Background: an optimization exercise with open tools, aiming at small area, a short achievable clock period and few clock cycles per item. Do not read the settings as production practice.
The RTL was checked by simulation tests, not by an equivalence proof against the original design.
Power and IR drop assume default switching activity.

==> flow/design.v (excerpt) <==
module simple_modular_adder(a,b,clk,rst,out,done);
input [255:0] a,b;
input clk,rst;
output [255:0] out;
output done;
wire [254:6] hs;
wire [62:0] bg, bp, pg, pp;
wire [5:0] l0, l1;
wire c0, c1;
ma_low u_low(.a(a[4:0]), .b(b[4:0]), .x5(a[5] ^ b[5]), .l0(l0), .l1(l1), .c0(c0), .c1(c1));
ma_blk4 u_a0(.a(a[9:6]), .b(b[9:6]), .al(a[5]), .bl(b[5]), .hs(hs[9:6]), .bg(bg[0]), .bp(bp[0]));
ma_blk4 u_a1(.a(a[13:10]), .b(b[13:10]), .al(a[9]), .bl(b[9]), .hs(hs[13:10]), .bg(bg[1]), .bp(bp[1]));
ma_blk4 u_a2(.a(a[17:14]), .b(b[17:14]), .al(a[13]), .bl(b[13]), .hs(hs[17:14]), .bg(bg[2]), .bp(bp[2]));
ma_blk4 u_a3(.a(a[21:18]), .b(b[21:18]), .al(a[17]), .bl(b[17]), .hs(hs[21:18]), .bg(bg[3]), .bp(bp[3]));
ma_blk4 u_a4(.a(a[25:22]), .b(b[25:22]), .al(a[21]), .bl(b[21]), .hs(hs[25:22]), .bg(bg[4]), .bp(bp[4]));
ma_blk4 u_a5(.a(a[29:26]), .b(b[29:26]), .al(a[25]), .bl(b[25]), .hs(hs[29:26]), .bg(bg[5]), .bp(bp[5]));
ma_blk4 u_a6(.a(a[33:30]), .b(b[33:30]), .al(a[29]), .bl(b[29]), .hs(hs[33:30]), .bg(bg[6]), .bp(bp[6]));
  ...
==> flow/config.mk <==
export PLATFORM = sky130hd
export DESIGN_NAME = simple_modular_adder
export DESIGN_NICKNAME = simple_modular_adder
export VERILOG_FILES = /design/flow/design.v
export SDC_FILE = /design/flow/constraint.sdc
export NUM_CORES = 4
export LEC_CHECK = 0
export CAP_MARGIN = 20
export CORE_MARGIN = 2
export CORE_UTILIZATION = 40
export SLEW_MARGIN = 20
export SYNTH_HIERARCHICAL = 1
==> flow/constraint.sdc <==
create_clock -name core_clock -period 5.0 [get_ports {clk}]
set_input_delay 1.0000 -clock core_clock [delete_from_list [all_inputs] [get_ports {clk}]]
set_output_delay 1.0000 -clock core_clock [all_outputs]
set_load 0.01 [all_outputs]
standard.sh (not shown) runs the stock make flow with config.mk's settings and CLKGATE_MAP_FILE= SYNTH_SCRIPT=/design/flow/synth_recipe.tcl, a recipe that flattens the netlist after the stock synthesis.
==> flow/flow/run.sh <==
#!/bin/bash
# Layout flow: the standard ORFS flow (standard.sh, run on a config that includes
# the standard flow's config.mk) with two changes:
#  - the port buffers are the smallest plain buffer, sky130_fd_sc_hd__buf_1, instead of
#    the delay cell buffer_ports picks by default;
#  - (adder cells are mapped as in the standard flow)
#  - slow cells with long PMOS stacks (3- and 4-input OR/NOR and some complex gates) are
#    added to the don't-use list.
# Registers are untouched: they come from the standard synthesis.
set -euo pipefail
here=$(pwd)
cat > own.mk <<EOM
include $here/config.mk
export BUFFER_PORTS_ARGS = -buffer_cell sky130_fd_sc_hd__buf_1
export DONT_USE_CELLS = sky130_fd_sc_hd__nor3_1 sky130_fd_sc_hd__nor3_2 sky130_fd_sc_hd__nor3_4 sky130_fd_sc_hd__nor3b_1 sky130_fd_sc_hd__nor3b_2 sky130_fd_sc_hd__nor3b_4 sky130_fd_sc_hd__nor4_1 sky130_fd_sc_hd__nor4_2 sky130_fd_sc_hd__nor4_4 sky130_fd_sc_hd__nor4b_1 sky130_fd_sc_hd__nor4b_2 sky130_fd_sc_hd__nor4b_4 sky130_fd_sc_hd__nor4bb_1 sky130_fd_sc_hd__nor4bb_2 sky130_fd_sc_hd__nor4bb_4 sky130_fd_sc_hd__or3_1 sky130_fd_sc_hd__or3_2 sky130_fd_sc_hd__or3_4 sky130_fd_sc_hd__or3b_1 sky130_fd_sc_hd__or3b_2 sky130_fd_sc_hd__or3b_4 sky130_fd_sc_hd__or4_1 sky130_fd_sc_hd__or4_2 sky130_fd_sc_hd__or4_4 sky130_fd_sc_hd__or4b_1 sky130_fd_sc_hd__or4b_2 sky130_fd_sc_hd__or4b_4 sky130_fd_sc_hd__or4bb_1 sky130_fd_sc_hd__or4bb_2 sky130_fd_sc_hd__or4bb_4  sky130_fd_sc_hd__a2111o_1 sky130_fd_sc_hd__a2111o_2 sky130_fd_sc_hd__a2111o_4 sky130_fd_sc_hd__a2111oi_0 sky130_fd_sc_hd__a2111oi_1 sky130_fd_sc_hd__a2111oi_2 sky130_fd_sc_hd__a2111oi_4 sky130_fd_sc_hd__a222oi_1 sky130_fd_sc_hd__a2bb2o_1 sky130_fd_sc_hd__a2bb2o_2 sky130_fd_sc_hd__a2bb2o_4 sky130_fd_sc_hd__a2bb2oi_1 sky130_fd_sc_hd__a2bb2oi_2 sky130_fd_sc_hd__a2bb2oi_4 sky130_fd_sc_hd__a311o_1 sky130_fd_sc_hd__a311o_2 sky130_fd_sc_hd__a311o_4 sky130_fd_sc_hd__a311oi_1 sky130_fd_sc_hd__a311oi_2 sky130_fd_sc_hd__a311oi_4 sky130_fd_sc_hd__a32o_1 sky130_fd_sc_hd__a32o_2 sky130_fd_sc_hd__a32o_4 sky130_fd_sc_hd__a32oi_1 sky130_fd_sc_hd__a32oi_2 sky130_fd_sc_hd__a32oi_4 sky130_fd_sc_hd__a41o_1 sky130_fd_sc_hd__a41o_2 sky130_fd_sc_hd__a41o_4 sky130_fd_sc_hd__a41oi_1 sky130_fd_sc_hd__a41oi_2 sky130_fd_sc_hd__a41oi_4 sky130_fd_sc_hd__o2111a_1 sky130_fd_sc_hd__o2111a_2 sky130_fd_sc_hd__o2111a_4 sky130_fd_sc_hd__o2111ai_1 sky130_fd_sc_hd__o2111ai_2 sky130_fd_sc_hd__o2111ai_4 sky130_fd_sc_hd__o2bb2a_1 sky130_fd_sc_hd__o2bb2a_2 sky130_fd_sc_hd__o2bb2a_4 sky130_fd_sc_hd__o2bb2ai_1 sky130_fd_sc_hd__o2bb2ai_2 sky130_fd_sc_hd__o2bb2ai_4 sky130_fd_sc_hd__o311a_1 sky130_fd_sc_hd__o311a_2 sky130_fd_sc_hd__o311a_4 sky130_fd_sc_hd__o311ai_0 sky130_fd_sc_hd__o311ai_1 sky130_fd_sc_hd__o311ai_2 sky130_fd_sc_hd__o311ai_4 sky130_fd_sc_hd__o32a_1 sky130_fd_sc_hd__o32a_2 sky130_fd_sc_hd__o32a_4 sky130_fd_sc_hd__o32ai_1 sky130_fd_sc_hd__o32ai_2 sky130_fd_sc_hd__o32ai_4 sky130_fd_sc_hd__o41a_1 sky130_fd_sc_hd__o41a_2 sky130_fd_sc_hd__o41a_4 sky130_fd_sc_hd__o41ai_1 sky130_fd_sc_hd__o41ai_2 sky130_fd_sc_hd__o41ai_4 
EOM
sed "s#DESIGN_CONFIG=[^ ]*#DESIGN_CONFIG=$here/own.mk#" standard.sh > own.sh
bash own.sh > standard.log 2>&1
Testbench counts at the start, summed over its fixed seeds: cycles 1,024, items 512.
Rerun with:
--- a/flow/config.mk
+++ b/flow/config.mk
@@ -10,0 +11,2 @@
+export CTS_BUF_LIST = sky130_fd_sc_hd__clkbuf_4 sky130_fd_sc_hd__clkbuf_8
+export SETUP_SLACK_MARGIN = 2.0
The new run completed without violations.
Worst hold slack loses 0.031 ns.
Synthesized area is unchanged.
Clock skew goes up by 0.024 ns.
Cell area came out higher by 1.7%.
Combinational power increases by about 3%.
Rerun with:
--- a/flow/config.mk
+++ b/flow/config.mk
@@ -11 +10,0 @@
-export CTS_BUF_LIST = sky130_fd_sc_hd__clkbuf_4 sky130_fd_sc_hd__clkbuf_8
Hold slack improves by 0.016 ns.
Non-clock buffer count stays the same.
Area after synthesis stays the same.
Rerun with:
--- a/flow/config.mk
+++ b/flow/config.mk
@@ -10 +10 @@
-export CORE_UTILIZATION = 40
+export CORE_UTILIZATION = 65
What happened:
- Now the flow did not get past 3_2_place_iop
- synthesized cell count is unchanged
- area after synthesis stays the same
Rerun with:
--- a/flow/config.mk
+++ b/flow/config.mk
@@ -10,2 +10,2 @@
-export CORE_UTILIZATION = 65
-export SETUP_SLACK_MARGIN = 2.0
+export CORE_UTILIZATION = 40
+export SETUP_SLACK_MARGIN = 2.6
After rerunning: Now the flow went through all stages and came out clean. Area after synthesis stays the same. Synthesized cell count is unchanged.
Rerun with:
--- a/flow/config.mk
+++ b/flow/config.mk
@@ -11 +11,4 @@
-export SETUP_SLACK_MARGIN = 2.6
+export CTS_CLUSTER_DIAMETER = 60
+export CTS_CLUSTER_SIZE = 25
+export GPL_TIMING_DRIVEN = 0
+export SETUP_SLACK_MARGIN = 2.45
Effect: The changed run ran to the end with no violations; worst setup slack gets worse by 0.035 ns; global-route usage fell by 0.15 points; routed wire length fell by 0.59%; register-to-register slack gets worse by 0.03 ns; final area fell by 2.5%.

afterwards: timing with drivers on the ports:
No port has a modelled driver above. Below, the same layouts with a new extraction and two added sets of constraints.
Step 1 (the two cells are an assumption about what drives the block):
set clk [get_ports {clk}]
set_driving_cell -lib_cell sky130_fd_sc_hd__clkbuf_16 $clk
set_driving_cell -lib_cell sky130_fd_sc_hd__buf_2 [delete_from_list [all_inputs] $clk]
Step 2 times the ports against the registers' clock, not the clock port: input delays grow and output delays shrink by t, the midpoint of the rising clock arrivals with the driver on.
Three values: no drivers, after step 1, after step 2; two values: the first two.
run | t (ns) | setup slack, ns | clock arrival spread, ns | worst slew at a driven data input, ns
the first run | 0.641 | 1.608 / 1.608 / 1.608 | 0.024 / 0.024 | 0.11
the second run | 0.720 | 2.121 / 2.121 / 1.611 | 0.048 / 0.048 | 0.12
the third run | 0.644 | 2.129 / 2.129 / 1.592 | 0.024 / 0.024 | 0.12
the fifth run | 0.641 | 2.375 / 2.375 / 1.841 | 0.030 / 0.030 | 0.12
the sixth run | 0.644 | 2.340 / 2.340 / 1.786 | 0.030 / 0.030 | 0.11
After both steps setup and hold are still met in every run listed. The setup slack of the sixth run, which loses most, moves by 0.000 ns with the drivers and by -0.554 ns with both steps.
